From an optimization exercise on the open Yosys and OpenROAD flow, aimed at small area; shortcuts taken in it are not production practice.
RTL that was checked went through simulation tests only; none was proved equivalent to the original.
No functional check of the RTL was part of run 1.
Power figures rest on the tool's default switching activity, not on a simulated workload.

[flow/design.v]
module armreduced(
	input clk,
	input reset,
	output[31:0] pc,
	input[31:0] inst,
	input nIRQ,
	output [3:0] be,
	output[31:0] memaddr,
	output memwrite,
	output memread,
	output[31:0] writedata,
	input[31:0] readdata);
	assign be = 4'b1111;
	reg [31:2] r15;             
	reg [31:2] r14;             
	reg [32*14-1:0] rf;         
	reg [31:0] A, B;            
	reg [31:0] ALUout;          
	reg [31:0] B_MEM;           
	reg [31:0] WBdata;          
	reg z, c, setbubble;
	reg [1:0] c1, c2, c3, c4;   
	reg [7:0] f1, f2;           
	reg [1:0] t3;               
	reg w4;                     
	wire [9:0] st1 = {c1, f1};
	wire [9:0] st2 = {c2, f2};
	wire [3:0] st3 = {c3, t3};
	wire [2:0] st4 = {c4, w4};
	assign pc = {r15, 2'b00};
	wire [31:0] pcv = {r15, 2'b00};
	wire [31:0] lrv = {r14, 2'b00};
	assign memaddr = ALUout;
	assign writedata = B_MEM;
	wire [31:0] ins = setbubble ? 32'd0 : inst;
	wire [11:0] F = ins[31:20];
	wire [1:0] cF = (F == 12'd0) ? 2'b00 : (&F[11:9]) ? 2'b11 : (F[8] ? 2'b10 : 2'b01);
	function pass_of(input [1:0] cc, input zz);
		pass_of = (cc[1] & cc[0]) | (cc[0] & zz) | (cc[1] & ~zz);
	endfunction
	wire p1 = pass_of(st1[9:8], z);
	wire s1_br = p1 & st1[7];
	wire s1_ls = p1 & ~st1[7] & st1[6];
	wire IRwrite = ~s1_br;
	wire PCsave = s1_br & st1[4];
	wire regbdst = s1_ls & ~st1[0];
	reg [31:0] imm;
	always @(*) begin
		if (s1_br)
			imm = {{6{ins[23]}}, ins[23:0], 2'b00};
		else if (s1_ls)
			imm = {20'd0, ins[11:0]};
		else
			imm = {{24{ins[7]}}, ins[7:0]};
	end
	wire p2 = pass_of(st2[9:8], z);
	genvar q;
	wire [31:2] pc4;
	wire [32:2] ic;
	assign ic[2] = 1'b1;
	generate
		for (q = 2; q < 32; q = q + 1) begin : inc
			assign pc4[q] = r15[q] ^ ic[q];
			assign ic[q+1] = r15[q] & ic[q];
		end
	endgenerate
	wire [31:2] pc_next = setbubble ? (p2 ? r15 : {29'd0, r15[2]}) : pc4;
	wire [3:0] ra = ins[19:16];
	wire [3:0] rb = regbdst ? ins[15:12] : ins[3:0];
	wire [31:0] readA, readB;
	wire st1_br = st1[7];
	wire st1_mov = ~st1[7] & ~st1[6] & (st1[4:1] == 4'd13);
	rfreadA_cells port_a (.idx(ra), .regs({pcv, lrv, rf}), .alt({pc_next, 2'b00}), .use_alt(st1_br), .kill(st1_mov), .out(readA));
	rfread_cells port_b (.idx(rb), .regs({pcv, lrv, rf}), .out(readB));
	wire [3:0] op = st2[4:1];
	wire isB = st2[7];
	wire isLS = ~st2[7] & st2[6];
	wire isDP = ~st2[7] & ~st2[6];
	wire isMOV = isDP & (op == 4'd13);
	wire useImm = isB | (isLS & ~st2[5]) | (isDP & st2[5]);
	wire [31:0] shifted = B << ins[11:7];
	wire [31:0] opA = A;
	wire [31:0] opB = useImm ? imm : shifted;
	reg lg, sub, usec;       
	reg [1:0] lop;           
	always @(*) begin
		lg = 1'b0; sub = 1'b1; usec = 1'b0; lop = 2'd0;
		if (isB) begin
			sub = 1'b0;
		end else if (isLS) begin
			sub = ~st2[3];
		end else begin
			case (op)
			4'd0: begin lg = 1'b1; sub = 1'b0; lop = 2'd0; end
			4'd1: begin lg = 1'b1; sub = 1'b0; lop = 2'd1; end
			4'd12: begin lg = 1'b1; sub = 1'b0; lop = 2'd2; end
			4'd4, 4'd13: sub = 1'b0;
			4'd5: begin sub = 1'b0; usec = 1'b1; end
			4'd6: begin sub = 1'b1; usec = 1'b1; end
			default: sub = 1'b1;
			endcase
		end
	end
	wire cin = usec ? c : sub;
	wire kp = p2 & ~(lg & (lop == 2'd0));
	wire kg = p2 & lg & (lop != 2'd1);
	wire kc = ~lg;
	wire [31:0] res;
	wire cout, zero;
	alu32_cells alu (.a(opA), .b(opB), .sub(sub), .cin(cin), .kc(kc), .kp(kp), .kg(kg), .pcb(~p2 & r15[2]),
		.res(res), .cout(cout), .zero(zero));
	wire [31:0] ALUresult = res;
	wire nzcv = p2 & isDP & ((op == 4'd10) | st2[0]);
	wire cnew = lg ? c : (cout ^ sub);
	wire p3 = pass_of(st3[3:2], z);
	assign memwrite = p3 & (st3[1:0] == 2'b01);
	assign memread = p3 & (st3[1:0] == 2'b10);
	wire p4 = pass_of(st4[2:1], z);
	wire regwrite = p4 & st4[0];
	wire [3:0] rdst = ins[15:12];
	wire [31:0] wd = WBdata;    
	wire [1:0] tnext = isB ? 2'b00 : isLS ? (st2[0] ? 2'b10 : 2'b01) : ((op == 4'd10) ? 2'b00 : 2'b11);
	always @(posedge clk or posedge reset) begin
		if (reset) begin
			r15 <= 30'd0;
			B <= 32'd0;
			WBdata <= 32'd0;
			z <= 1'b0;
			c <= 1'b0;
			setbubble <= 1'b0;
			c1 <= 2'd0;
			c2 <= 2'd0;
			c3 <= 2'd0;
			c4 <= 2'd0;
		end else begin
			r15 <= pc_next;
			B <= readB;
			WBdata <= (st3[1:0] == 2'b10) ? readdata : ALUout;
			if (nzcv) begin
				z <= zero;
				c <= cnew;
			end
			setbubble <= ~IRwrite;
			c1 <= cF;
			c2 <= c1;
			c3 <= c2;
			c4 <= c3;
		end
	end
	always @(posedge clk) begin
		f1 <= F[7:0];
		f2 <= f1;
		t3 <= tnext;
		w4 <= t3[1];
		A <= readA;
		ALUout <= ALUresult;
		B_MEM <= B;
		if (reset | PCsave)
			r14 <= r15;
	end
	wire [13:0] en_lo, en_hi;
	rfwen_cells wen (.dst(rdst), .we(regwrite), .rst(reset), .en_lo(en_lo), .en_hi(en_hi));
	genvar g;
	generate
		for (g = 0; g < 14; g = g + 1) begin : regs
			always @(posedge clk) begin
				if (en_lo[g])
					rf[32*g +: 16] <= wd[15:0];
				if (en_hi[g])
					rf[32*g+16 +: 16] <= wd[31:16];
			end
		end
	endgenerate
endmodule
module rfread(input [3:0] idx, input [32*16-1:0] regs, output [31:0] out);
	reg [31:0] o;
	integer k;
	always @(*) begin
		o = 32'd0;
		for (k = 0; k < 16; k = k + 1)
			o = o | ({32{idx == k}} & regs[32*k +: 32]);
	end
	assign out = o;
endmodule
module rfwen(input [3:0] dst, input we, input rst, output [13:0] en_lo, output [13:0] en_hi);
	genvar g;
	generate
		for (g = 0; g < 14; g = g + 1) begin : e
			assign en_lo[g] = rst | (we & (dst == g));
		end
	endgenerate
	assign en_hi = en_lo;
endmodule
module rfreadA(input [3:0] idx, input [32*16-1:0] regs, input [31:0] alt, input use_alt, input kill, output [31:0] out);
	reg [31:0] o;
	integer k;
	always @(*) begin
		o = 32'd0;
		for (k = 0; k < 16; k = k + 1)
			o = o | ({32{idx == k}} & regs[32*k +: 32]);
		if (use_alt)
			o = alt;
		else if (kill)
			o = 32'd0;
	end
	assign out = o;
endmodule
module alu32(input [31:0] a, input [31:0] b, input sub, input cin, input kc, input kp, input kg, input pcb,
		output [31:0] res, output cout, output zero);
	wire [31:0] bx = b ^ {32{sub}};
	wire [31:0] p = a ^ bx;
	wire [31:0] g = a & bx;
	wire [32:0] cy;
	assign cy[0] = cin;
	genvar i;
	generate
		for (i = 0; i < 32; i = i + 1) begin : c
			assign cy[i+1] = (g[i] & kc) | (p[i] & cy[i]);
		end
	endgenerate
	wire [31:0] sum = p ^ cy[31:0];
	assign res = (sum & {32{kp}}) | (g & {32{kg}}) | {29'd0, pcb, 2'b00};
	assign cout = cy[32];
	assign zero = (res == 32'd0);
endmodule
// Hand-mapped 16:1 x 32 read port: one-hot selects, a222oi AND-OR tree.
module rfread_cells(input [3:0] idx, input [32*16-1:0] regs, output [31:0] out);
	wire [15:0] s;
	wire [3:0] lo = 4'b0001 << idx[1:0];
	wire [3:0] hi = 4'b0001 << idx[3:2];
	genvar i, b;
	generate
		// each select drives 32 gates: use a strong and2 as its driver
		for (i = 0; i < 16; i = i + 1) begin : dec
			sky130_fd_sc_hd__and2_4 sd (.X(s[i]), .A(lo[i % 4]), .B(hi[i / 4]));
		end
		for (b = 0; b < 32; b = b + 1) begin : bit_
			wire t0, t1, t2, t3, t4, t5, u0;
			sky130_fd_sc_hd__a222oi_1 g0 (.Y(t0), .A1(s[0]), .A2(regs[32*0+b]), .B1(s[1]), .B2(regs[32*1+b]), .C1(s[2]), .C2(regs[32*2+b]));
			sky130_fd_sc_hd__a222oi_1 g1 (.Y(t1), .A1(s[3]), .A2(regs[32*3+b]), .B1(s[4]), .B2(regs[32*4+b]), .C1(s[5]), .C2(regs[32*5+b]));
			sky130_fd_sc_hd__a222oi_1 g2 (.Y(t2), .A1(s[6]), .A2(regs[32*6+b]), .B1(s[7]), .B2(regs[32*7+b]), .C1(s[8]), .C2(regs[32*8+b]));
			sky130_fd_sc_hd__a222oi_1 g3 (.Y(t3), .A1(s[9]), .A2(regs[32*9+b]), .B1(s[10]), .B2(regs[32*10+b]), .C1(s[11]), .C2(regs[32*11+b]));
			sky130_fd_sc_hd__a222oi_1 g4 (.Y(t4), .A1(s[12]), .A2(regs[32*12+b]), .B1(s[13]), .B2(regs[32*13+b]), .C1(s[14]), .C2(regs[32*14+b]));
			sky130_fd_sc_hd__nand2_1 g5 (.Y(t5), .A(s[15]), .B(regs[32*15+b]));
			sky130_fd_sc_hd__and3_1 g6 (.X(u0), .A(t0), .B(t1), .C(t2));
			sky130_fd_sc_hd__nand4_1 g7 (.Y(out[b]), .A(u0), .B(t3), .C(t4), .D(t5));
		end
	endgenerate
endmodule
// Hand-mapped port A: 16 register slots plus an alternative input.
// out = use_alt ? alt : kill ? 0 : regs[idx]   (one-hot a222oi AND-OR tree)
module rfreadA_cells(input [3:0] idx, input [32*16-1:0] regs, input [31:0] alt, input use_alt, input kill, output [31:0] out);
	wire [15:0] s;
	wire sa;
	wire [3:0] lo = 4'b0001 << idx[1:0];
	wire [3:0] hi = {4{~use_alt & ~kill}} & (4'b0001 << idx[3:2]);
	genvar i, b;
	generate
		// each select drives 32 gates: use a strong driver
		for (i = 0; i < 16; i = i + 1) begin : dec
			sky130_fd_sc_hd__and2_4 sd (.X(s[i]), .A(lo[i % 4]), .B(hi[i / 4]));
		end
		sky130_fd_sc_hd__buf_4 sad (.X(sa), .A(use_alt));
		for (b = 0; b < 32; b = b + 1) begin : bit_
			wire t0, t1, t2, t3, t4, t5, u0;
			sky130_fd_sc_hd__a222oi_1 g0 (.Y(t0), .A1(s[0]), .A2(regs[32*0+b]), .B1(s[1]), .B2(regs[32*1+b]), .C1(s[2]), .C2(regs[32*2+b]));
			sky130_fd_sc_hd__a222oi_1 g1 (.Y(t1), .A1(s[3]), .A2(regs[32*3+b]), .B1(s[4]), .B2(regs[32*4+b]), .C1(s[5]), .C2(regs[32*5+b]));
			sky130_fd_sc_hd__a222oi_1 g2 (.Y(t2), .A1(s[6]), .A2(regs[32*6+b]), .B1(s[7]), .B2(regs[32*7+b]), .C1(s[8]), .C2(regs[32*8+b]));
			sky130_fd_sc_hd__a222oi_1 g3 (.Y(t3), .A1(s[9]), .A2(regs[32*9+b]), .B1(s[10]), .B2(regs[32*10+b]), .C1(s[11]), .C2(regs[32*11+b]));
			sky130_fd_sc_hd__a222oi_1 g4 (.Y(t4), .A1(s[12]), .A2(regs[32*12+b]), .B1(s[13]), .B2(regs[32*13+b]), .C1(s[14]), .C2(regs[32*14+b]));
			sky130_fd_sc_hd__a22oi_1 g5 (.Y(t5), .A1(s[15]), .A2(regs[32*15+b]), .B1(sa), .B2(alt[b]));
			sky130_fd_sc_hd__and3_1 g6 (.X(u0), .A(t0), .B(t1), .C(t2));
			sky130_fd_sc_hd__nand4_1 g7 (.Y(out[b]), .A(u0), .B(t3), .C(t4), .D(t5));
		end
	endgenerate
endmodule
// Hand-mapped register-file write enables: one a21o_2 per register half.
module rfwen_cells(input [3:0] dst, input we, input rst, output [13:0] en_lo, output [13:0] en_hi);
	wire [3:0] lo = {4{we}} & (4'b0001 << dst[1:0]);
	wire [3:0] hi = 4'b0001 << dst[3:2];
	genvar g;
	generate
		for (g = 0; g < 14; g = g + 1) begin : e
			sky130_fd_sc_hd__a21o_2 dl (.X(en_lo[g]), .A1(lo[g % 4]), .A2(hi[g / 4]), .B1(rst));
			sky130_fd_sc_hd__a21o_2 dh (.X(en_hi[g]), .A1(lo[g % 4]), .A2(hi[g / 4]), .B1(rst));
		end
	endgenerate
endmodule
// Hand-mapped ALU datapath (same function as module alu32 in ARMCPU.v).
// Ripple carry chain alternating a21oi (even bits, true carry in) and
// o21ai (odd bits, inverted carry in).
module alu32_cells(input [31:0] a, input [31:0] b, input sub, input cin, input kc, input kp, input kg, input pcb,
		output [31:0] res, output cout, output zero);
	wire subb, kpb, kgn, kcb, kcn;
	sky130_fd_sc_hd__buf_4 d_sub (.X(subb), .A(sub));
	sky130_fd_sc_hd__buf_4 d_kp (.X(kpb), .A(kp));
	sky130_fd_sc_hd__inv_4 d_kg (.Y(kgn), .A(kg));
	sky130_fd_sc_hd__buf_2 d_kc (.X(kcb), .A(kc));
	sky130_fd_sc_hd__inv_2 d_kcn (.Y(kcn), .A(kc));
	wire [32:0] cy;   // true carry at even positions, inverted at odd ones
	wire [31:0] r;
	assign cy[0] = cin;
	genvar i;
	generate
		for (i = 0; i < 32; i = i + 1) begin : bit_
			wire bx, gn, s;
			sky130_fd_sc_hd__xor2_1 u_bx (.X(bx), .A(b[i]), .B(subb));
			sky130_fd_sc_hd__nand2_1 u_gn (.Y(gn), .A(a[i]), .B(bx));
			if (i % 2 == 0) begin : ev
				wire p, gm;
				sky130_fd_sc_hd__xor2_1 u_p (.X(p), .A(a[i]), .B(bx));
				sky130_fd_sc_hd__nor2_1 u_gm (.Y(gm), .A(gn), .B(kcn));
				sky130_fd_sc_hd__a21oi_1 u_c (.Y(cy[i+1]), .A1(p), .A2(cy[i]), .B1(gm));
				sky130_fd_sc_hd__xor2_1 u_s (.X(s), .A(p), .B(cy[i]));
			end else begin : od
				wire pn, gmn;
				sky130_fd_sc_hd__xnor2_1 u_p (.Y(pn), .A(a[i]), .B(bx));
				sky130_fd_sc_hd__nand3_1 u_gm (.Y(gmn), .A(a[i]), .B(bx), .C(kcb));
				sky130_fd_sc_hd__o21ai_1 u_c (.Y(cy[i+1]), .A1(pn), .A2(cy[i]), .B1(gmn));
				sky130_fd_sc_hd__xor2_1 u_s (.X(s), .A(pn), .B(cy[i]));
			end
			if (i == 2) begin : b2
				wire r0;
				sky130_fd_sc_hd__a2bb2o_1 u_r (.X(r0), .A1_N(gn), .A2_N(kgn), .B1(s), .B2(kpb));
				sky130_fd_sc_hd__or2_1 u_o (.X(r[i]), .A(r0), .B(pcb));
			end else begin : bn
				sky130_fd_sc_hd__a2bb2o_1 u_r (.X(r[i]), .A1_N(gn), .A2_N(kgn), .B1(s), .B2(kpb));
			end
		end
	endgenerate
	assign res = r;
	assign cout = cy[32];
	// zero = ~|r
	wire [7:0] z4;
	wire [1:0] z16;
	generate
		for (i = 0; i < 8; i = i + 1) begin : zq
			sky130_fd_sc_hd__nor4_1 u_z (.Y(z4[i]), .A(r[4*i]), .B(r[4*i+1]), .C(r[4*i+2]), .D(r[4*i+3]));
		end
	endgenerate
	sky130_fd_sc_hd__nand4_1 u_z0 (.Y(z16[0]), .A(z4[0]), .B(z4[1]), .C(z4[2]), .D(z4[3]));
	sky130_fd_sc_hd__nand4_1 u_z1 (.Y(z16[1]), .A(z4[4]), .B(z4[5]), .C(z4[6]), .D(z4[7]));
	sky130_fd_sc_hd__nor2_1 u_z2 (.Y(zero), .A(z16[0]), .B(z16[1]));
endmodule
[flow/config.mk]
export PLATFORM = sky130hd
export DESIGN_NAME = armreduced
export DESIGN_NICKNAME = armreduced
export VERILOG_FILES = /design/flow/design.v
export SDC_FILE = /design/flow/constraint.sdc
export NUM_CORES = 4
export LEC_CHECK = 0
export CAP_MARGIN = 20
export CORE_MARGIN = 2
export CORE_UTILIZATION = 55
export GPL_TIMING_DRIVEN = 0
export SLEW_MARGIN = 20
[flow/flow/rfreadA_cells.v]
// Hand-mapped port A: 16 register slots plus an alternative input.
// out = use_alt ? alt : kill ? 0 : regs[idx]   (one-hot a222oi AND-OR tree)
module rfreadA_cells(input [3:0] idx, input [32*16-1:0] regs, input [31:0] alt, input use_alt, input kill, output [31:0] out);
	wire [15:0] s;
	wire sa;
	wire [3:0] lo = 4'b0001 << idx[1:0];
	wire [3:0] hi = {4{~use_alt & ~kill}} & (4'b0001 << idx[3:2]);
	genvar i, b;
	generate
		// each select drives 32 gates: use a strong driver
		for (i = 0; i < 16; i = i + 1) begin : dec
			sky130_fd_sc_hd__and2_4 sd (.X(s[i]), .A(lo[i % 4]), .B(hi[i / 4]));
		end
		sky130_fd_sc_hd__buf_4 sad (.X(sa), .A(use_alt));
		for (b = 0; b < 32; b = b + 1) begin : bit_
			wire t0, t1, t2, t3, t4, t5, u0;
			sky130_fd_sc_hd__a222oi_1 g0 (.Y(t0), .A1(s[0]), .A2(regs[32*0+b]), .B1(s[1]), .B2(regs[32*1+b]), .C1(s[2]), .C2(regs[32*2+b]));
			sky130_fd_sc_hd__a222oi_1 g1 (.Y(t1), .A1(s[3]), .A2(regs[32*3+b]), .B1(s[4]), .B2(regs[32*4+b]), .C1(s[5]), .C2(regs[32*5+b]));
			sky130_fd_sc_hd__a222oi_1 g2 (.Y(t2), .A1(s[6]), .A2(regs[32*6+b]), .B1(s[7]), .B2(regs[32*7+b]), .C1(s[8]), .C2(regs[32*8+b]));
			sky130_fd_sc_hd__a222oi_1 g3 (.Y(t3), .A1(s[9]), .A2(regs[32*9+b]), .B1(s[10]), .B2(regs[32*10+b]), .C1(s[11]), .C2(regs[32*11+b]));
			sky130_fd_sc_hd__a222oi_1 g4 (.Y(t4), .A1(s[12]), .A2(regs[32*12+b]), .B1(s[13]), .B2(regs[32*13+b]), .C1(s[14]), .C2(regs[32*14+b]));
			sky130_fd_sc_hd__a22oi_1 g5 (.Y(t5), .A1(s[15]), .A2(regs[32*15+b]), .B1(sa), .B2(alt[b]));
			sky130_fd_sc_hd__and3_1 g6 (.X(u0), .A(t0), .B(t1), .C(t2));
			sky130_fd_sc_hd__nand4_1 g7 (.Y(out[b]), .A(u0), .B(t3), .C(t4), .D(t5));
		end
	endgenerate
endmodule
[flow/flow/run.sh]
#!/bin/bash
# Layout flow: the standard ORFS flow (standard.sh, standard synthesis
# script) with these changes:
#  - the instances of rfread and rfreadA (register-file read ports), rfwen
#    (register-file write enables) and alu32 (ALU datapath) are swapped for hand-mapped versions of
#    the same function (flow/*_cells.v) before synthesis; no register
#    changes;
#  - buf_1 port buffers;
#  - a clock tree of clkbuf_4/clkbuf_8 without dummy loads.
# Each tool's output goes to a log file in this folder.
set -euo pipefail
swap() {  # module, expected instance count
	local n
	n=$(grep -c "^[[:space:]]*$1 [a-z_]* (" design.v || true)
	if [[ "$n" != "$2" ]]; then echo "expected $2 $1 instances, found $n" >&2; exit 1; fi
	sed -i "s/^\([[:space:]]*\)$1 \([a-z_]*\) (/\1$1_cells \2 (/" design.v
	cat "flow/$1_cells.v" >> design.v
}
swap rfread 1
swap rfreadA 1
swap rfwen 1
swap alu32 1
export BUFFER_PORTS_ARGS="-buffer_cell sky130_fd_sc_hd__buf_1"
export CTS_ARGS="-sink_clustering_enable -repair_clock_nets -dont_use_dummy_load -buf_list {sky130_fd_sc_hd__clkbuf_4 sky130_fd_sc_hd__clkbuf_8} -sink_clustering_size 16 -sink_clustering_max_diameter 50"
bash standard.sh > standard.log 2>&1
[flow/constraint.sdc]
create_clock -name core_clock -period 10.0 [get_ports {clk}]
set_input_delay 2.0000 -clock core_clock [delete_from_list [all_inputs] [get_ports {clk}]]
set_output_delay 2.0000 -clock core_clock [all_outputs]
set_load 0.01 [all_outputs]
[flow/flow/rfread_cells.v]
// Hand-mapped 16:1 x 32 read port: one-hot selects, a222oi AND-OR tree.
module rfread_cells(input [3:0] idx, input [32*16-1:0] regs, output [31:0] out);
	wire [15:0] s;
	wire [3:0] lo = 4'b0001 << idx[1:0];
	wire [3:0] hi = 4'b0001 << idx[3:2];
	genvar i, b;
	generate
		// each select drives 32 gates: use a strong and2 as its driver
		for (i = 0; i < 16; i = i + 1) begin : dec
			sky130_fd_sc_hd__and2_4 sd (.X(s[i]), .A(lo[i % 4]), .B(hi[i / 4]));
		end
		for (b = 0; b < 32; b = b + 1) begin : bit_
			wire t0, t1, t2, t3, t4, t5, u0;
			sky130_fd_sc_hd__a222oi_1 g0 (.Y(t0), .A1(s[0]), .A2(regs[32*0+b]), .B1(s[1]), .B2(regs[32*1+b]), .C1(s[2]), .C2(regs[32*2+b]));
			sky130_fd_sc_hd__a222oi_1 g1 (.Y(t1), .A1(s[3]), .A2(regs[32*3+b]), .B1(s[4]), .B2(regs[32*4+b]), .C1(s[5]), .C2(regs[32*5+b]));
			sky130_fd_sc_hd__a222oi_1 g2 (.Y(t2), .A1(s[6]), .A2(regs[32*6+b]), .B1(s[7]), .B2(regs[32*7+b]), .C1(s[8]), .C2(regs[32*8+b]));
			sky130_fd_sc_hd__a222oi_1 g3 (.Y(t3), .A1(s[9]), .A2(regs[32*9+b]), .B1(s[10]), .B2(regs[32*10+b]), .C1(s[11]), .C2(regs[32*11+b]));
			sky130_fd_sc_hd__a222oi_1 g4 (.Y(t4), .A1(s[12]), .A2(regs[32*12+b]), .B1(s[13]), .B2(regs[32*13+b]), .C1(s[14]), .C2(regs[32*14+b]));
			sky130_fd_sc_hd__nand2_1 g5 (.Y(t5), .A(s[15]), .B(regs[32*15+b]));
			sky130_fd_sc_hd__and3_1 g6 (.X(u0), .A(t0), .B(t1), .C(t2));
			sky130_fd_sc_hd__nand4_1 g7 (.Y(out[b]), .A(u0), .B(t3), .C(t4), .D(t5));
		end
	endgenerate
endmodule
[flow/standard.sh]
#!/bin/bash
# synth_recipe.tcl (not shown) runs the flow's synth.tcl, then flattens the netlist and writes it again
# the make line also repeats each setting of config.mk as NAME=value (left out here)
make -C /OpenROAD-flow-scripts/flow DESIGN_CONFIG=/design/flow/config.mk WORK_HOME=/design/flow/orfs CLKGATE_MAP_FILE= SYNTH_SCRIPT=/design/flow/synth_recipe.tcl "${@:-finish}"
[flow/flow/rfwen_cells.v]
// Hand-mapped register-file write enables: one a21o_2 per register half.
module rfwen_cells(input [3:0] dst, input we, input rst, output [13:0] en_lo, output [13:0] en_hi);
	wire [3:0] lo = {4{we}} & (4'b0001 << dst[1:0]);
	wire [3:0] hi = 4'b0001 << dst[3:2];
	genvar g;
	generate
		for (g = 0; g < 14; g = g + 1) begin : e
			sky130_fd_sc_hd__a21o_2 dl (.X(en_lo[g]), .A1(lo[g % 4]), .A2(hi[g / 4]), .B1(rst));
			sky130_fd_sc_hd__a21o_2 dh (.X(en_hi[g]), .A1(lo[g % 4]), .A2(hi[g / 4]), .B1(rst));
		end
	endgenerate
endmodule
[flow/flow/alu32_cells.v]
// Hand-mapped ALU datapath (same function as module alu32 in ARMCPU.v).
// Ripple carry chain alternating a21oi (even bits, true carry in) and
// o21ai (odd bits, inverted carry in).
module alu32_cells(input [31:0] a, input [31:0] b, input sub, input cin, input kc, input kp, input kg, input pcb,
		output [31:0] res, output cout, output zero);
	wire subb, kpb, kgn, kcb, kcn;
	sky130_fd_sc_hd__buf_4 d_sub (.X(subb), .A(sub));
	sky130_fd_sc_hd__buf_4 d_kp (.X(kpb), .A(kp));
	sky130_fd_sc_hd__inv_4 d_kg (.Y(kgn), .A(kg));
	sky130_fd_sc_hd__buf_2 d_kc (.X(kcb), .A(kc));
	sky130_fd_sc_hd__inv_2 d_kcn (.Y(kcn), .A(kc));
	wire [32:0] cy;   // true carry at even positions, inverted at odd ones
	wire [31:0] r;
	assign cy[0] = cin;
	genvar i;
	generate
		for (i = 0; i < 32; i = i + 1) begin : bit_
			wire bx, gn, s;
			sky130_fd_sc_hd__xor2_1 u_bx (.X(bx), .A(b[i]), .B(subb));
			sky130_fd_sc_hd__nand2_1 u_gn (.Y(gn), .A(a[i]), .B(bx));
			if (i % 2 == 0) begin : ev
				wire p, gm;
				sky130_fd_sc_hd__xor2_1 u_p (.X(p), .A(a[i]), .B(bx));
				sky130_fd_sc_hd__nor2_1 u_gm (.Y(gm), .A(gn), .B(kcn));
				sky130_fd_sc_hd__a21oi_1 u_c (.Y(cy[i+1]), .A1(p), .A2(cy[i]), .B1(gm));
				sky130_fd_sc_hd__xor2_1 u_s (.X(s), .A(p), .B(cy[i]));
			end else begin : od
				wire pn, gmn;
				sky130_fd_sc_hd__xnor2_1 u_p (.Y(pn), .A(a[i]), .B(bx));
				sky130_fd_sc_hd__nand3_1 u_gm (.Y(gmn), .A(a[i]), .B(bx), .C(kcb));
				sky130_fd_sc_hd__o21ai_1 u_c (.Y(cy[i+1]), .A1(pn), .A2(cy[i]), .B1(gmn));
				sky130_fd_sc_hd__xor2_1 u_s (.X(s), .A(pn), .B(cy[i]));
			end
			if (i == 2) begin : b2
				wire r0;
				sky130_fd_sc_hd__a2bb2o_1 u_r (.X(r0), .A1_N(gn), .A2_N(kgn), .B1(s), .B2(kpb));
				sky130_fd_sc_hd__or2_1 u_o (.X(r[i]), .A(r0), .B(pcb));
			end else begin : bn
				sky130_fd_sc_hd__a2bb2o_1 u_r (.X(r[i]), .A1_N(gn), .A2_N(kgn), .B1(s), .B2(kpb));
			end
		end
	endgenerate
	assign res = r;
	assign cout = cy[32];
	// zero = ~|r
	wire [7:0] z4;
	wire [1:0] z16;
	generate
		for (i = 0; i < 8; i = i + 1) begin : zq
			sky130_fd_sc_hd__nor4_1 u_z (.Y(z4[i]), .A(r[4*i]), .B(r[4*i+1]), .C(r[4*i+2]), .D(r[4*i+3]));
		end
	endgenerate
	sky130_fd_sc_hd__nand4_1 u_z0 (.Y(z16[0]), .A(z4[0]), .B(z4[1]), .C(z4[2]), .D(z4[3]));
	sky130_fd_sc_hd__nand4_1 u_z1 (.Y(z16[1]), .A(z4[4]), .B(z4[5]), .C(z4[6]), .D(z4[7]));
	sky130_fd_sc_hd__nor2_1 u_z2 (.Y(zero), .A(z16[0]), .B(z16[1]));
endmodule
==> metrics.md, run 1 <==
| Metric | Value |
|---|---|
| Outcome | finished clean |
| Wire length of the first global-routing pass | 156.4 mm |
| Sequential area share after synthesis | 62.78% |
| Clock Tree Buf Depth | 3 |
| Number of buffers added on ports | 158 |
| Synth Area per Inst | 14.45 sq um |
| Worst setup endpoint | z$_DFFE_PP0P_ |
| Switching share of power | 36.47% |
| Worst setup path startpoint | inst[7] |
| Ys Warns | 1 |
| EDFF count, synth | 478 |
| Per-cell routed wire length | 35.97 um |
| H-tree level count | 3 |
| Final period utilization | 96.85% |
| Most frequent cell on the critical path | sky130_fd_sc_hd__a21oi_2 |
| NumNets Final | 2,469 |
| Number of cells traversed by the worst register-to-register path | 46 |
| Hold Crit Class | reg2reg |
| Total of endpoints with negative setup slack in the final report | 0 |
| Post-CTS clock slew at the launch and capture registers of the worst setup and hold paths | 80 ps |
| Total placed instance area | 32,360 sq um |
| Portion of total power attributed to sequential cells | 55.8% |
| Final Worst Setup Slack | 314.8 ps |
| Setup clock skew after layout | 60.84 ps |
| Commonest non-fill, non-tap cells in the layout | 478 x sky130_fd_sc_hd__edfxtp_1, 322 x sky130_fd_sc_hd__a222oi_1, 161 x sky130_fd_sc_hd__buf_1 |
| Via-to-Cell Ratio | 7.522 |
| Most common library cell in the layout ignoring fill and taps | sky130_fd_sc_hd__edfxtp_1 |
| RD Place Congestion | 1.037 |
| Biggest area contributors in the synthesized netlist | sky130_fd_sc_hd__edfxtp_1 47%, sky130_fd_sc_hd__a222oi_1 10%, sky130_fd_sc_hd__dfrtp_1 8.6% |
| Arrival time worst endpoint | 10,290 ps |
| Critical path required time | 10,610 ps |
| Clock group share of total power | 17.8% |
| Net Sw Power | 3.158 mW |
| Final hold slack | 338.8 ps |
| First-iteration detailed-routing DRC count | 5,231 |
| Kind of critical path | in2reg |
| DRC viols | 0 |
| Post-route setup TNS | 0 ps |
| Slew of the pin with the lowest slew margin | 1190 ps |
| TritonCTS clock tree | done |
| Filler cell count in the final layout | 4,283 |
| DP Wirelength | 73.08 mm |
| Cell with the biggest individual delay on the critical path | sky130_fd_sc_hd__a221oi_1 |
| Hold buffer count at CTS | 0 |
| Root buf cell | sky130_fd_sc_hd__clkbuf_8 |
| Number of antenna violations at the first check in global routing | 8 |
| Tot Pwr | 8.658 mW |
| Largest stage delay, worst path | 870 ps |
| Count of mapped cells out of synthesis | 2,125 |
| Utilization of the core after routing | 60.70% |
| Area fraction of the dominant cell type after synthesis | 46.73% |
| Drt total wl | 112.3 mm |
| Worst setup slack before clock tree synthesis | -1940 ps |
| Floorplan core area | 55,200 sq um |
| Peak supply drop | 0.0001626 V |
| Total number of vias | 23,490 |
| Placed insts | 3,047 |
| Final instance count without filler cells | 3,123 |
| Detailed-routing iteration count for the pre-antenna-repair pass | 14 |
| Layout Area Growth over Synthesis | 9.092% |
| DRT antenna net count | 0 |
| Type of element capturing the critical path | register |
| Worst setup SP type | input port |
| Vertical die dimension | 240.3 um |
| Cts bufs inserted | 70 |
| Die Footprint | 57,750 sq um |
| Worst skew pair latency | 690 ps |
| Max-cap violations | 0 |
| Largest net degree at the start of global routing | 61 |
| Boundary Pins | 169 |
| Via count of the first global-routing pass | 22,080 |
| Minimum setup slack among reg-to-reg paths | 940 ps |
| Final Cell Area | 33,510 sq um |
| Pwr/cell area | 258.4 nW/um^2 |
| Top cell type by total area after synthesis | sky130_fd_sc_hd__edfxtp_1 |
| Peak Freq | 103.3 MHz |
| Max-slew violation count | 0 |
| Aggregate global routing overflow | 0 |
| Combinational power share | 26.4% |
| Reg-to-reg critical path endpoint | z$_DFFE_PP0P_ |
| Ys async rst share | 15.04% |
| Count of distinct cell types in the synthesized netlist | 91 |
| Number of placement rows | 86 |
| Final worst path period need | 9685 ps |
| Initial Util | 55.64% |
| Critical path fanouts, max | 10 |
| #FFs+latches synth | 698 |
| Predominant post-synthesis flop cell | sky130_fd_sc_hd__edfxtp_1 |
| Count of final hold-check violations | 0 |
| Die extent in x | 240.3 um |
| Cell internal power dissipation | 5.500 mW |
| Cell area after synthesis | 30,720 sq um |
| Clock sinks | 698 |
| Total routing resource utilization after global routing | 38.49% |
| Reg2reg start | setbubble$_DFF_PP0_ |
| Fraction of final layout cells with drive strength greater than 1 | 13.66% |
| Max-Slew Margin vs Limit | 20.65% |
| Leakage power of the design | 12.07 nW |
-- critical path, delay by kind of cell --
| family | cells | cell delay, ps |
|---|---|---|
| buffers and inverters | 3 | 450 |
| muxes | 1 | 190 |
| xor gates and xnor gates | 3 | 700 |
| and+or+nand+nor | 4 | 680 |
| AOI/OAI and AO/OA | 32 | 6230 |
-- state kept, by name, indices dropped and copies added (netlist names), 2 cells and up --
| name | cells |
|---|---|
| c3 | 2 |
| c4 | 2 |
| ALUout | 32 |
| r15 | 30 |
| t3 | 2 |
| WBdata | 32 |
| rf | 448 |
| f2 | 8 |
| c2 | 2 |
| r14 | 30 |
| B | 32 |
| B_MEM | 32 |
| f1 | 8 |
| c1 | 2 |
| A | 32 |
-- what timing repair did --
action	in CTS	in global routing
gates resized for setup	20	18
setup buffers	2	1
pin swaps	2	2
endpoints found under the setup margin	5	4
-- power by group through the flow --
stage          combinational [mW]  sequential (mW)  clock, mW
6_report                     2.29             4.83       1.54
5_1_grt                      2.39             4.91       1.66
4_1_cts                      2.17             4.80       1.56
3_5_place_dp                 2.13             4.86          0
3_3_place_gp                 2.12             4.80          0
2_1_floorplan                1.32             4.56          0
-- metal layers --
layer	vias up	routed length, um	GRT usage [%]
met3	273	16370	11.42
met2	1898	49850	58.25
li1	9592	-	-
met4	6	4180	13.06
met5	-	43	0
met1	11720	41870	53.26
-- synth_stat cells, types with 9 or more instances --
master / number
sky130_fd_sc_hd__mux2i_1: 24
sky130_fd_sc_hd__nor4_1: 16
sky130_fd_sc_hd__a2bb2o_1: 32
sky130_fd_sc_hd__a22oi_1: 35
sky130_fd_sc_hd__xor2_1: 82
sky130_fd_sc_hd__nor3b_1: 9
sky130_fd_sc_hd__ha_1: 28
sky130_fd_sc_hd__mux4_2: 14
sky130_fd_sc_hd__o2bb2ai_1: 30
sky130_fd_sc_hd__a21oi_1: 44
sky130_fd_sc_hd__nand3b_1: 10
sky130_fd_sc_hd__a222oi_1: 322
sky130_fd_sc_hd__o21ai_0: 12
sky130_fd_sc_hd__nand3_1: 30
sky130_fd_sc_hd__xnor2_1: 19
sky130_fd_sc_hd__clkbuf_1: 15
sky130_fd_sc_hd__a21o_2: 29
sky130_fd_sc_hd__and2_4: 32
sky130_fd_sc_hd__nor2_1: 52
sky130_fd_sc_hd__nand2_1: 132
sky130_fd_sc_hd__buf_2: 18
sky130_fd_sc_hd__nand4_1: 67
sky130_fd_sc_hd__inv_1: 13
sky130_fd_sc_hd__nor2b_1: 17
sky130_fd_sc_hd__mux2_2: 42
sky130_fd_sc_hd__edfxtp_1: 478
sky130_fd_sc_hd__dfxtp_1: 115
sky130_fd_sc_hd__dfrtp_1: 105
sky130_fd_sc_hd__and3_1: 67
sky130_fd_sc_hd__o21ai_1: 17
sky130_fd_sc_hd__buf_4: 41
sky130_fd_sc_hd__o22ai_1: 14
-- worst min-delay path by stage --
| stage | start | end | slack [ps] | cells past startpoint |
|---|---|---|---|---|
| after floorplan | f1[5]$_DFF_P_ | f2[5]$_DFF_P_ | 310 | 0 |
| after global placement | f1[5]$_DFF_P_ | f2[5]$_DFF_P_ | 320 | 0 |
| after detailed placement | f1[5]$_DFF_P_ | f2[5]$_DFF_P_ | 320 | 0 |
| after CTS | f1[5]$_DFF_P_ | f2[5]$_DFF_P_ | 350 | 0 |
| after global routing | f1[4]$_DFF_P_ | f2[4]$_DFF_P_ | 350 | 0 |
| final | f1[5]$_DFF_P_ | f2[5]$_DFF_P_ | 340 | 0 |
-- cell families (layout without fill, tap and decap cells) --
group           after synthesis  count (layout)  share of synthesized area [%]
mux                          89              89                          4.082
flops                       698             698                          62.78
xor+xnor                    102             102                          2.970
simple gates                470             470                          8.485
fa+ha+maj                    28              28                          1.141
compound gates              628             628                          18.22
other cells                   2              19                        0.02445
buf+inv                     108             341                          2.302
-- layout make-up --
class / instances / area [sq um] / area share (%)
well taps: 748 / 935.9 / 2.793
multi-input cells: 1333 / 10930 / 32.62
plain buffers: 91 / 650.6 / 1.942
flip-flops and latches: 698 / 19280 / 57.55
inverters: 17 / 71.32 / 0.2128
diodes: 3 / 7.507 / 0.02240
clock buffers: 70 / 963.4 / 2.875
repair buffers: 163 / 665.6 / 1.986
==> inputs of run 2 (changes only) <==
--- a/flow/design.v
+++ b/flow/design.v
@@ -18,7 +18,9 @@
 	reg [31:0] ALUout;          
 	reg [31:0] B_MEM;           
 	reg [31:0] WBdata;          
-	reg z, c, setbubble;
+	reg c, setbubble;
+	reg zlive, zs;
+	wire z = zlive ? (ALUout == 32'd0) : zs;
 	reg [1:0] c1, c2, c3, c4;   
 	reg [7:0] f1, f2;           
 	reg [1:0] t3;               
@@ -78,7 +80,8 @@
 	wire isDP = ~st2[7] & ~st2[6];
 	wire isMOV = isDP & (op == 4'd13);
 	wire useImm = isB | (isLS & ~st2[5]) | (isDP & st2[5]);
-	wire [31:0] shifted = B << ins[11:7];
+	wire [31:0] shifted;
+	shl_cells shifter (.d(B), .sh(ins[11:7]), .out(shifted));
 	wire [31:0] opA = A;
 	wire [31:0] opB = useImm ? imm : shifted;
 	reg lg, sub, usec;       
@@ -106,9 +109,9 @@
 	wire kg = p2 & lg & (lop != 2'd1);
 	wire kc = ~lg;
 	wire [31:0] res;
-	wire cout, zero;
+	wire cout;
 	alu32_cells alu (.a(opA), .b(opB), .sub(sub), .cin(cin), .kc(kc), .kp(kp), .kg(kg), .pcb(~p2 & r15[2]),
-		.res(res), .cout(cout), .zero(zero));
+		.res(res), .cout(cout));
 	wire [31:0] ALUresult = res;
 	wire nzcv = p2 & isDP & ((op == 4'd10) | st2[0]);
 	wire cnew = lg ? c : (cout ^ sub);
@@ -125,7 +128,8 @@
 			r15 <= 30'd0;
 			B <= 32'd0;
 			WBdata <= 32'd0;
-			z <= 1'b0;
+			zlive <= 1'b0;
+			zs <= 1'b0;
 			c <= 1'b0;
 			setbubble <= 1'b0;
 			c1 <= 2'd0;
@@ -136,10 +140,10 @@
 			r15 <= pc_next;
 			B <= readB;
 			WBdata <= (st3[1:0] == 2'b10) ? readdata : ALUout;
-			if (nzcv) begin
-				z <= zero;
+			zlive <= nzcv;
+			zs <= z;
+			if (nzcv)
 				c <= cnew;
-			end
 			setbubble <= ~IRwrite;
 			c1 <= cF;
 			c2 <= c1;
@@ -206,7 +210,7 @@
 	assign out = o;
 endmodule
 module alu32(input [31:0] a, input [31:0] b, input sub, input cin, input kc, input kp, input kg, input pcb,
-		output [31:0] res, output cout, output zero);
+		output [31:0] res, output cout);
 	wire [31:0] bx = b ^ {32{sub}};
 	wire [31:0] p = a ^ bx;
 	wire [31:0] g = a & bx;
@@ -221,7 +225,9 @@
 	wire [31:0] sum = p ^ cy[31:0];
 	assign res = (sum & {32{kp}}) | (g & {32{kg}}) | {29'd0, pcb, 2'b00};
 	assign cout = cy[32];
-	assign zero = (res == 32'd0);
+endmodule
+module shl(input [31:0] d, input [4:0] sh, output [31:0] out);
+	assign out = d << sh;
 endmodule
 // Hand-mapped 16:1 x 32 read port: one-hot selects, a222oi AND-OR tree.
 module rfread_cells(input [3:0] idx, input [32*16-1:0] regs, output [31:0] out);
@@ -287,19 +293,22 @@
 	endgenerate
 endmodule
 // Hand-mapped ALU datapath (same function as module alu32 in ARMCPU.v).
-// Ripple carry chain alternating a21oi (even bits, true carry in) and
-// o21ai (odd bits, inverted carry in).
+// Carries ripple inside 4-bit blocks, alternating a21oi (even bits, true
+// carry in) and o21ai (odd bits, inverted carry in); each block's carry in
+// comes from a block-level generate/propagate chain.
 module alu32_cells(input [31:0] a, input [31:0] b, input sub, input cin, input kc, input kp, input kg, input pcb,
-		output [31:0] res, output cout, output zero);
+		output [31:0] res, output cout);
 	wire subb, kpb, kgn, kcb, kcn;
 	sky130_fd_sc_hd__buf_4 d_sub (.X(subb), .A(sub));
 	sky130_fd_sc_hd__buf_4 d_kp (.X(kpb), .A(kp));
 	sky130_fd_sc_hd__inv_4 d_kg (.Y(kgn), .A(kg));
 	sky130_fd_sc_hd__buf_2 d_kc (.X(kcb), .A(kc));
 	sky130_fd_sc_hd__inv_2 d_kcn (.Y(kcn), .A(kc));
-	wire [32:0] cy;   // true carry at even positions, inverted at odd ones
+	wire [31:0] cy;   // true carry at even positions, inverted at odd ones
 	wire [31:0] r;
-	assign cy[0] = cin;
+	wire [31:0] P, GM; // propagate, masked generate (true polarity)
+	wire [8:0] C;      // block carries
+	assign C[0] = cin;
 	genvar i;
 	generate
 		for (i = 0; i < 32; i = i + 1) begin : bit_
@@ -310,13 +319,19 @@
 				wire p, gm;
 				sky130_fd_sc_hd__xor2_1 u_p (.X(p), .A(a[i]), .B(bx));
 				sky130_fd_sc_hd__nor2_1 u_gm (.Y(gm), .A(gn), .B(kcn));
+				assign P[i] = p;
+				assign GM[i] = gm;
 				sky130_fd_sc_hd__a21oi_1 u_c (.Y(cy[i+1]), .A1(p), .A2(cy[i]), .B1(gm));
 				sky130_fd_sc_hd__xor2_1 u_s (.X(s), .A(p), .B(cy[i]));
 			end else begin : od
 				wire pn, gmn;
 				sky130_fd_sc_hd__xnor2_1 u_p (.Y(pn), .A(a[i]), .B(bx));
 				sky130_fd_sc_hd__nand3_1 u_gm (.Y(gmn), .A(a[i]), .B(bx), .C(kcb));
-				sky130_fd_sc_hd__o21ai_1 u_c (.Y(cy[i+1]), .A1(pn), .A2(cy[i]), .B1(gmn));
+				assign P[i] = ~pn;
+				assign GM[i] = ~gmn;
+				if (i % 4 == 1) begin : rc
+					sky130_fd_sc_hd__o21ai_1 u_c (.Y(cy[i+1]), .A1(pn), .A2(cy[i]), .B1(gmn));
+				end
 				sky130_fd_sc_hd__xor2_1 u_s (.X(s), .A(pn), .B(cy[i]));
 			end
 			if (i == 2) begin : b2
@@ -328,17 +343,48 @@
 			end
 		end
 	endgenerate
+	generate
+		for (i = 0; i < 8; i = i + 1) begin : blk
+			wire G = GM[4*i+3] | (P[4*i+3] & (GM[4*i+2] | (P[4*i+2] & (GM[4*i+1] | (P[4*i+1] & GM[4*i])))));
+			wire PP = &P[4*i+3:4*i];
+			assign C[i+1] = G | (PP & C[i]);
+			assign cy[4*i] = C[i];
+		end
+	endgenerate
 	assign res = r;
-	assign cout = cy[32];
-	// zero = ~|r
-	wire [7:0] z4;
-	wire [1:0] z16;
+	assign cout = C[8];
+endmodule
+// Hand-mapped 32-bit left shifter (zero fill): five mux2i levels, each
+// inverting; the inverted result of level 5 is inverted back at the end.
+module shl_cells(input [31:0] d, input [4:0] sh, output [31:0] out);
+	wire [4:0] s;
+	genvar k;
+	generate
+		for (k = 0; k < 5; k = k + 1) begin : sd
+			sky130_fd_sc_hd__buf_2 u_s (.X(s[k]), .A(sh[k]));
+		end
+	endgenerate
+	wire [31:0] l0 = d;
+	wire [31:0] l1n, l2, l3n, l4, l5n;
+	genvar i;
 	generate
-		for (i = 0; i < 8; i = i + 1) begin : zq
-			sky130_fd_sc_hd__nor4_1 u_z (.Y(z4[i]), .A(r[4*i]), .B(r[4*i+1]), .C(r[4*i+2]), .D(r[4*i+3]));
+		for (i = 0; i < 32; i = i + 1) begin : b
+			// level 1: shift by 1, output inverted
+			if (i >= 1) sky130_fd_sc_hd__mux2i_1 m1 (.Y(l1n[i]), .A0(l0[i]), .A1(l0[i-1]), .S(s[0]));
+			else        sky130_fd_sc_hd__nand2b_1 m1 (.Y(l1n[i]), .A_N(s[0]), .B(l0[i]));
+			// level 2: shift by 2, inverted input -> true output
+			if (i >= 2) sky130_fd_sc_hd__mux2i_1 m2 (.Y(l2[i]), .A0(l1n[i]), .A1(l1n[i-2]), .S(s[1]));
+			else        sky130_fd_sc_hd__nor2_1 m2 (.Y(l2[i]), .A(l1n[i]), .B(s[1]));
+			// level 3: shift by 4, output inverted
+			if (i >= 4) sky130_fd_sc_hd__mux2i_1 m3 (.Y(l3n[i]), .A0(l2[i]), .A1(l2[i-4]), .S(s[2]));
+			else        sky130_fd_sc_hd__nand2b_1 m3 (.Y(l3n[i]), .A_N(s[2]), .B(l2[i]));
+			// level 4: shift by 8, true output
+			if (i >= 8) sky130_fd_sc_hd__mux2i_1 m4 (.Y(l4[i]), .A0(l3n[i]), .A1(l3n[i-8]), .S(s[3]));
+			else        sky130_fd_sc_hd__nor2_1 m4 (.Y(l4[i]), .A(l3n[i]), .B(s[3]));
+			// level 5: shift by 16, output inverted
+			if (i >= 16) sky130_fd_sc_hd__mux2i_1 m5 (.Y(l5n[i]), .A0(l4[i]), .A1(l4[i-16]), .S(s[4]));
+			else         sky130_fd_sc_hd__nand2b_1 m5 (.Y(l5n[i]), .A_N(s[4]), .B(l4[i]));
 		end
 	endgenerate
-	sky130_fd_sc_hd__nand4_1 u_z0 (.Y(z16[0]), .A(z4[0]), .B(z4[1]), .C(z4[2]), .D(z4[3]));
-	sky130_fd_sc_hd__nand4_1 u_z1 (.Y(z16[1]), .A(z4[4]), .B(z4[5]), .C(z4[6]), .D(z4[7]));
-	sky130_fd_sc_hd__nor2_1 u_z2 (.Y(zero), .A(z16[0]), .B(z16[1]));
+	assign out = ~l5n;
 endmodule
==> flow/flow/run.sh (replaced) <==
#!/bin/bash
# Layout flow: the standard ORFS flow (standard.sh, standard synthesis
# script) with these changes:
#  - the instances of rfread and rfreadA (register-file read ports), rfwen
#    (register-file write enables), alu32 (ALU datapath) and shl (shifter)
#    are swapped for hand-mapped versions of
#    the same function (flow/*_cells.v) before synthesis; no register
#    changes;
#  - buf_1 port buffers;
#  - a clock tree of clkbuf_16 with large clusters, without dummy loads.
# Each tool's output goes to a log file in this folder.
set -euo pipefail
swap() {  # module, expected instance count
	local n
	n=$(grep -c "^[[:space:]]*$1 [a-z_]* (" design.v || true)
	if [[ "$n" != "$2" ]]; then echo "expected $2 $1 instances, found $n" >&2; exit 1; fi
	sed -i "s/^\([[:space:]]*\)$1 \([a-z_]*\) (/\1$1_cells \2 (/" design.v
	cat "flow/$1_cells.v" >> design.v
}
swap rfread 1
swap rfreadA 1
swap rfwen 1
swap alu32 1
swap shl 1
export BUFFER_PORTS_ARGS="-buffer_cell sky130_fd_sc_hd__buf_1"
export CTS_ARGS="-sink_clustering_enable -repair_clock_nets -dont_use_dummy_load -buf_list {sky130_fd_sc_hd__clkbuf_16} -sink_clustering_size 32 -sink_clustering_max_diameter 80"
bash standard.sh > standard.log 2>&1
==> flow/flow/alu32_cells.v (replaced) <==
// Hand-mapped ALU datapath (same function as module alu32 in ARMCPU.v).
// Carries ripple inside 4-bit blocks, alternating a21oi (even bits, true
// carry in) and o21ai (odd bits, inverted carry in); each block's carry in
// comes from a block-level generate/propagate chain.
module alu32_cells(input [31:0] a, input [31:0] b, input sub, input cin, input kc, input kp, input kg, input pcb,
		output [31:0] res, output cout);
	wire subb, kpb, kgn, kcb, kcn;
	sky130_fd_sc_hd__buf_4 d_sub (.X(subb), .A(sub));
	sky130_fd_sc_hd__buf_4 d_kp (.X(kpb), .A(kp));
	sky130_fd_sc_hd__inv_4 d_kg (.Y(kgn), .A(kg));
	sky130_fd_sc_hd__buf_2 d_kc (.X(kcb), .A(kc));
	sky130_fd_sc_hd__inv_2 d_kcn (.Y(kcn), .A(kc));
	wire [31:0] cy;   // true carry at even positions, inverted at odd ones
	wire [31:0] r;
	wire [31:0] P, GM; // propagate, masked generate (true polarity)
	wire [8:0] C;      // block carries
	assign C[0] = cin;
	genvar i;
	generate
		for (i = 0; i < 32; i = i + 1) begin : bit_
			wire bx, gn, s;
			sky130_fd_sc_hd__xor2_1 u_bx (.X(bx), .A(b[i]), .B(subb));
			sky130_fd_sc_hd__nand2_1 u_gn (.Y(gn), .A(a[i]), .B(bx));
			if (i % 2 == 0) begin : ev
				wire p, gm;
				sky130_fd_sc_hd__xor2_1 u_p (.X(p), .A(a[i]), .B(bx));
				sky130_fd_sc_hd__nor2_1 u_gm (.Y(gm), .A(gn), .B(kcn));
				assign P[i] = p;
				assign GM[i] = gm;
				sky130_fd_sc_hd__a21oi_1 u_c (.Y(cy[i+1]), .A1(p), .A2(cy[i]), .B1(gm));
				sky130_fd_sc_hd__xor2_1 u_s (.X(s), .A(p), .B(cy[i]));
			end else begin : od
				wire pn, gmn;
				sky130_fd_sc_hd__xnor2_1 u_p (.Y(pn), .A(a[i]), .B(bx));
				sky130_fd_sc_hd__nand3_1 u_gm (.Y(gmn), .A(a[i]), .B(bx), .C(kcb));
				assign P[i] = ~pn;
				assign GM[i] = ~gmn;
				if (i % 4 == 1) begin : rc
					sky130_fd_sc_hd__o21ai_1 u_c (.Y(cy[i+1]), .A1(pn), .A2(cy[i]), .B1(gmn));
				end
				sky130_fd_sc_hd__xor2_1 u_s (.X(s), .A(pn), .B(cy[i]));
			end
			if (i == 2) begin : b2
				wire r0;
				sky130_fd_sc_hd__a2bb2o_1 u_r (.X(r0), .A1_N(gn), .A2_N(kgn), .B1(s), .B2(kpb));
				sky130_fd_sc_hd__or2_1 u_o (.X(r[i]), .A(r0), .B(pcb));
			end else begin : bn
				sky130_fd_sc_hd__a2bb2o_1 u_r (.X(r[i]), .A1_N(gn), .A2_N(kgn), .B1(s), .B2(kpb));
			end
		end
	endgenerate
	generate
		for (i = 0; i < 8; i = i + 1) begin : blk
			wire G = GM[4*i+3] | (P[4*i+3] & (GM[4*i+2] | (P[4*i+2] & (GM[4*i+1] | (P[4*i+1] & GM[4*i])))));
			wire PP = &P[4*i+3:4*i];
			assign C[i+1] = G | (PP & C[i]);
			assign cy[4*i] = C[i];
		end
	endgenerate
	assign res = r;
	assign cout = C[8];
endmodule
==> flow/flow/shl_cells.v (new file) <==
// Hand-mapped 32-bit left shifter (zero fill): five mux2i levels, each
// inverting; the inverted result of level 5 is inverted back at the end.
module shl_cells(input [31:0] d, input [4:0] sh, output [31:0] out);
	wire [4:0] s;
	genvar k;
	generate
		for (k = 0; k < 5; k = k + 1) begin : sd
			sky130_fd_sc_hd__buf_2 u_s (.X(s[k]), .A(sh[k]));
		end
	endgenerate
	wire [31:0] l0 = d;
	wire [31:0] l1n, l2, l3n, l4, l5n;
	genvar i;
	generate
		for (i = 0; i < 32; i = i + 1) begin : b
			// level 1: shift by 1, output inverted
			if (i >= 1) sky130_fd_sc_hd__mux2i_1 m1 (.Y(l1n[i]), .A0(l0[i]), .A1(l0[i-1]), .S(s[0]));
			else        sky130_fd_sc_hd__nand2b_1 m1 (.Y(l1n[i]), .A_N(s[0]), .B(l0[i]));
			// level 2: shift by 2, inverted input -> true output
			if (i >= 2) sky130_fd_sc_hd__mux2i_1 m2 (.Y(l2[i]), .A0(l1n[i]), .A1(l1n[i-2]), .S(s[1]));
			else        sky130_fd_sc_hd__nor2_1 m2 (.Y(l2[i]), .A(l1n[i]), .B(s[1]));
			// level 3: shift by 4, output inverted
			if (i >= 4) sky130_fd_sc_hd__mux2i_1 m3 (.Y(l3n[i]), .A0(l2[i]), .A1(l2[i-4]), .S(s[2]));
			else        sky130_fd_sc_hd__nand2b_1 m3 (.Y(l3n[i]), .A_N(s[2]), .B(l2[i]));
			// level 4: shift by 8, true output
			if (i >= 8) sky130_fd_sc_hd__mux2i_1 m4 (.Y(l4[i]), .A0(l3n[i]), .A1(l3n[i-8]), .S(s[3]));
			else        sky130_fd_sc_hd__nor2_1 m4 (.Y(l4[i]), .A(l3n[i]), .B(s[3]));
			// level 5: shift by 16, output inverted
			if (i >= 16) sky130_fd_sc_hd__mux2i_1 m5 (.Y(l5n[i]), .A0(l4[i]), .A1(l4[i-16]), .S(s[4]));
			else         sky130_fd_sc_hd__nand2b_1 m5 (.Y(l5n[i]), .A_N(s[4]), .B(l4[i]));
		end
	endgenerate
	assign out = ~l5n;
endmodule
==> metrics.md, run 2 <==
| Metric | Value |
|---|---|
| Clock group share of total power | 19.1% (+1.3 points) |
| DP Wirelength | 67.36 mm (-7.8%) |
| Register with the highest flop count | rf |
| Clock sinks | 699 (+0.14%) |
| Via count of the first global-routing pass | 21,060 (-4.6%) |
| Cell chain of the critical path | buf_1 > nor2b_1 > buf_2 > mux2i_1 > mux2i_1 > mux2i_1 > mux2i_1 > nand2b_1 > a22oi_1 > xor2_1 > xnor2_1 > nor4bb_1 > inv_1 > o221ai_1 > a22oi_1 > nand2_1 > a31o_2 > a21oi_1 > o21ai_1 > a21oi_1 > xor2_1 > a2bb2o_1 |
| Number of buffers added on ports | 161 (+1.9%) |
| RSZ-0062 raised after global routing | false |
| Peak Freq | 133.1 MHz (+29%) |
| Count of distinct cell types in the synthesized netlist | 66 (-27%) |
| Cts bufs inserted | 35 (-50%) |
| Pwr/cell area | 239.2 nW/um^2 (-7.4%) |
| Quantity of gates resized following cts | 0 (-100%) |
| Count of final hold-check violations | 0 (unchanged) |
| Cell family contributing the most delay on the critical path | compound AO/OA/AOI/OAI gates |
| Via-to-Cell Ratio | 7.217 (-4.1%) |
| Post-CTS clock slew at the launch and capture registers of the worst setup and hold paths | 90 ps (about the same) |
| Synth Area per Inst | 14.16 sq um (-2.0%) |
| Fraction of final layout cells with drive strength greater than 1 | 8.485% (-5.2 points) |
| Initial Util | 55.53% (-0.11 points) |
| Hold buffer count at CTS | 0 (unchanged) |
| Largest stage delay, worst path | 900 ps (+30 ps) |
| Clock Tree Buf Depth | 3 (unchanged) |
| First-iteration detailed-routing DRC count | 4,641 (-11%) |
| TritonCTS clock tree | done |
| Detailed-routing iteration count for the pre-antenna-repair pass | 10 (-4) |
| Critical path fanouts, max | 32 (+22) |
| Final Cell Area | 33,090 sq um (-1.2%) |
| H-tree level count | 2 (-1) |
| Cell with the biggest individual delay on the critical path | sky130_fd_sc_hd__nor4bb_1 |
| Placed insts | 3,081 (+1.1%) |
| Flip-flop count of the largest register, all copies and words added | 448 (unchanged) |
| Slew of the pin with the lowest slew margin | 1068 ps (-122.1 ps) |
| Vertical die dimension | 239.6 um (-0.29%) |
| Most frequent cell on the critical path | sky130_fd_sc_hd__mux2i_1 |
| DRT antenna net count | 0 (unchanged) |
| Cell with the most instances after synthesis | sky130_fd_sc_hd__edfxtp_1 |
| Most common library cell in the layout ignoring fill and taps | sky130_fd_sc_hd__edfxtp_1 |
| Net Sw Power | 2.652 mW (-16%) |
| Combinational power share | 21.0% (-5.4 points) |
| Count of mapped cells out of synthesis | 2,156 (+1.5%) |
| Die Footprint | 57,420 sq um (-0.58%) |
| Type of element capturing the critical path | register |
| Wire length of the first global-routing pass | 146.5 mm (-6.3%) |
| Worst skew pair latency | 610 ps (-80 ps) |
| Switching share of power | 33.50% (-3.0 points) |
| Ys Warns | 1 (unchanged) |
| Final worst path period need | 7514 ps (-2172 ps) |
| Largest net degree at the start of global routing | 75 (+23%) |
| Final instance count without filler cells | 3,118 (-0.16%) |
| Max-Slew Margin vs Limit | 28.13% (+7.5 points) |
| Portion of total power attributed to sequential cells | 60.0% (+4.2 points) |
| Total placed instance area | 32,200 sq um (-0.49%) |
| #FFs+latches synth | 699 (+0.14%) |
| Boundary Pins | 169 (unchanged) |
| Sequential area share after synthesis | 63.23% (+0.45 points) |
| Predominant post-synthesis flop cell | sky130_fd_sc_hd__edfxtp_1 |
| EDFF count, synth | 478 (unchanged) |
| Final period utilization | 75.14% (-22 points) |
| Outcome | finished clean |
| Number of placement rows | 86 (unchanged) |
| Ys async rst share | 15.16% (+0.12 points) |
| Drt total wl | 104.0 mm (-7.4%) |
| NumNets Final | 2,466 (-0.12%) |
| Setup clock skew after layout | 68.84 ps (+8.002 ps) |
| Cell internal power dissipation | 5.265 mW (-4.3%) |
| Layout Area Growth over Synthesis | 8.371% |
| Cell area after synthesis | 30,540 sq um (-0.59%) |
| Commonest non-fill, non-tap cells in the layout | 478 x sky130_fd_sc_hd__edfxtp_1, 322 x sky130_fd_sc_hd__a222oi_1, 163 x sky130_fd_sc_hd__buf_1 |
| Worst setup SP type | input port |
| Max-cap violations | 0 (unchanged) |
| Biggest area contributors in the synthesized netlist | sky130_fd_sc_hd__edfxtp_1 47%, sky130_fd_sc_hd__a222oi_1 11%, sky130_fd_sc_hd__dfrtp_1 8.7% |
| Aggregate global routing overflow | 0 (unchanged) |
| Number of antenna violations at the first check in global routing | 5 (-3) |
| Peak supply drop | 0.0001587 V (-2.3%) |
| Floorplan core area | 54,990 sq um (-0.39%) |
| Die extent in x | 239.6 um (-0.29%) |
| Area fraction of the dominant cell type after synthesis | 47.01% (+0.28 points) |
| Most common library cells after synthesis | 478 x sky130_fd_sc_hd__edfxtp_1, 322 x sky130_fd_sc_hd__a222oi_1, 139 x sky130_fd_sc_hd__mux2i_1 |
| Arrival time worst endpoint | 7990 ps (-2300 ps) |
| Total of endpoints with negative setup slack in the final report | 0 (unchanged) |
| Kind of critical path | in2reg |
| Hold Crit Class | reg2reg |
| Root buf cell | sky130_fd_sc_hd__clkbuf_16 |
| Max-slew violation count | 0 (unchanged) |
| CP Buf/Inv Count | 3 (unchanged) |
| Total routing resource utilization after global routing | 35.68% (-2.8 points) |
| Top cell type by total area after synthesis | sky130_fd_sc_hd__edfxtp_1 |
| Per-cell routed wire length | 33.35 um (-7.3%) |
| Buffer count from post-CTS setup fixing | 0 (-2) |
| Post-route setup TNS | 0 ps (unchanged) |
| DRC viols | 0 (unchanged) |
| Total number of vias | 22,500 (-4.2%) |
| RD Place Congestion | 0.9449 (-8.9%) |
| Leakage power of the design | 12.02 nW (-0.35%) |
| Critical path required time | 10,470 ps (-140 ps) |
==> run 2: cell count changes after synthesis, moves of 16 or more <==
cell,delta
sky130_fd_sc_hd__inv_1,+36
sky130_fd_sc_hd__mux2i_1,+115
sky130_fd_sc_hd__nand2_1,-16
sky130_fd_sc_hd__nand2b_1,+24
sky130_fd_sc_hd__o21ai_0,+17
sky130_fd_sc_hd__o22ai_1,+22
sky130_fd_sc_hd__o2bb2ai_1,-30
==> run 2: routing by layer <==
metal	vias up	share of wire [%]	GRT usage (%)
met2	1625	45	55.08
met4	4	2.5	8.655
met3	157	13	7.468
met5	-	0.026	0
li1	9447	-	-
met1	11270	39	51.88
==> run 2: per-stage QoR <==
step	setup slack, ps	util [%]	hold slack (ps)	power, mW
2_1_floorplan	3640	-	309.6	5.518
3_3_place_gp	291.2	58.43	319.2	6.325
3_5_place_dp	1935	58.56	320.7	6.399
4_1_cts	2523	60.16	337.3	7.872
5_1_grt	2163	60.18	341.2	8.220
6_report	2486	60.18	332.4	7.917
==> run 2: final timing paths <==
kind | startpoint | endpoint | slack (ps) | cells past startpoint
hold / removal | f1[5]$_DFF_P_ | f2[5]$_DFF_P_ | 330 | 0
max in group asynchronous | reset | setbubble$_DFF_PP0_ | 7420 | 3
min in group asynchronous | reset | r15[30]$_DFF_PP0_ | 1810 | 2
setup reg to reg | r15[2]$_DFF_PP0_ | A[31]$_DFF_P_ | 2700 | 32
hold reg to reg | f1[5]$_DFF_P_ | f2[5]$_DFF_P_ | 330 | 0
setup / recovery | inst[7] | ALUout[31]$_DFF_P_ | 2490 | 22
==> run 2: layout make-up <==
type | instances | area [sq um]
diodes | 1 | 2.502
fillers | 4397 | 21890
well taps | 748 | 935.9
clock buffers | 35 | 875.8
repair buffers | 164 | 665.6
inverters | 51 | 198.9
plain buffers | 76 | 460.4
multi-input cells | 1344 | 10640
flip-flops and latches | 699 | 19310
==> run 2: cells by family (layout without fill, tap and decap cells) <==
group / count (synthesis) / after routing / share of synthesized area, %
AOI/OAI and AO/OA: 561 / 561 / 16.16
DFF: 699 / 699 / 63.23
adders and majority gates: 28 / 28 / 1.147
xor gates and xnor gates: 100 / 100 / 2.868
muxes: 173 / 173 / 5.810
and+or+nand+nor: 466 / 466 / 8.613
buffers and inverters: 127 / 326 / 2.143
other: 2 / 17 / 0.02459
==> run 2: worst reg2reg max path, delay by kind of cell, from the launching register on <==
kind                       cells  cell delay (ps)
AOI/OAI and AO/OA              2              320
adders and majority gates     28             5960
and+or+nand+nor                1              170
xor gates and xnor gates       1              170
DFF                            1              530
==> run 2: power groups by stage <==
| stage | Sequential [mW] | Combinational, mW | Clock (mW) |
|---|---|---|---|
| finish | 4.75 | 1.66 | 1.51 |
| CTS | 4.73 | 1.62 | 1.52 |
| global placement | 4.73 | 1.59 | 0 |
| detailed placement | 4.79 | 1.61 | 0 |
| floorplan | 4.51 | 1.01 | 0 |
| global route | 4.83 | 1.77 | 1.62 |

-- port drivers added, routing unchanged --
In the flow no input, the clock included, has a driving cell. The finished layouts below were timed again as built, in two steps. Step 1 assumes that a clkbuf_16 drives the clock port and a buf_2 every other input. Step 2 also shifts input and output timing later by t, the mid clock arrival at the registers, as if the neighbouring blocks saw the same clock. Three values: ideal ports, drivers, drivers and shift; two values: the first two.
run	shift t [ns]	slack for setup (ns)	hold WS [ns]	worst setup path after step 2
run 1	0.724	0.315 / 0.347 / -0.377	0.339 / 0.339 / 0.339	input to register
run 2	0.639	2.486 / 2.530 / 1.891	0.332 / 0.332 / 0.332	input to register
With both steps, setup timing fails in run 1, where it was met with ideal ports. For run 1, which loses most, drivers alone change the setup slack by +0.032 ns; drivers and shift together by -0.692 ns.
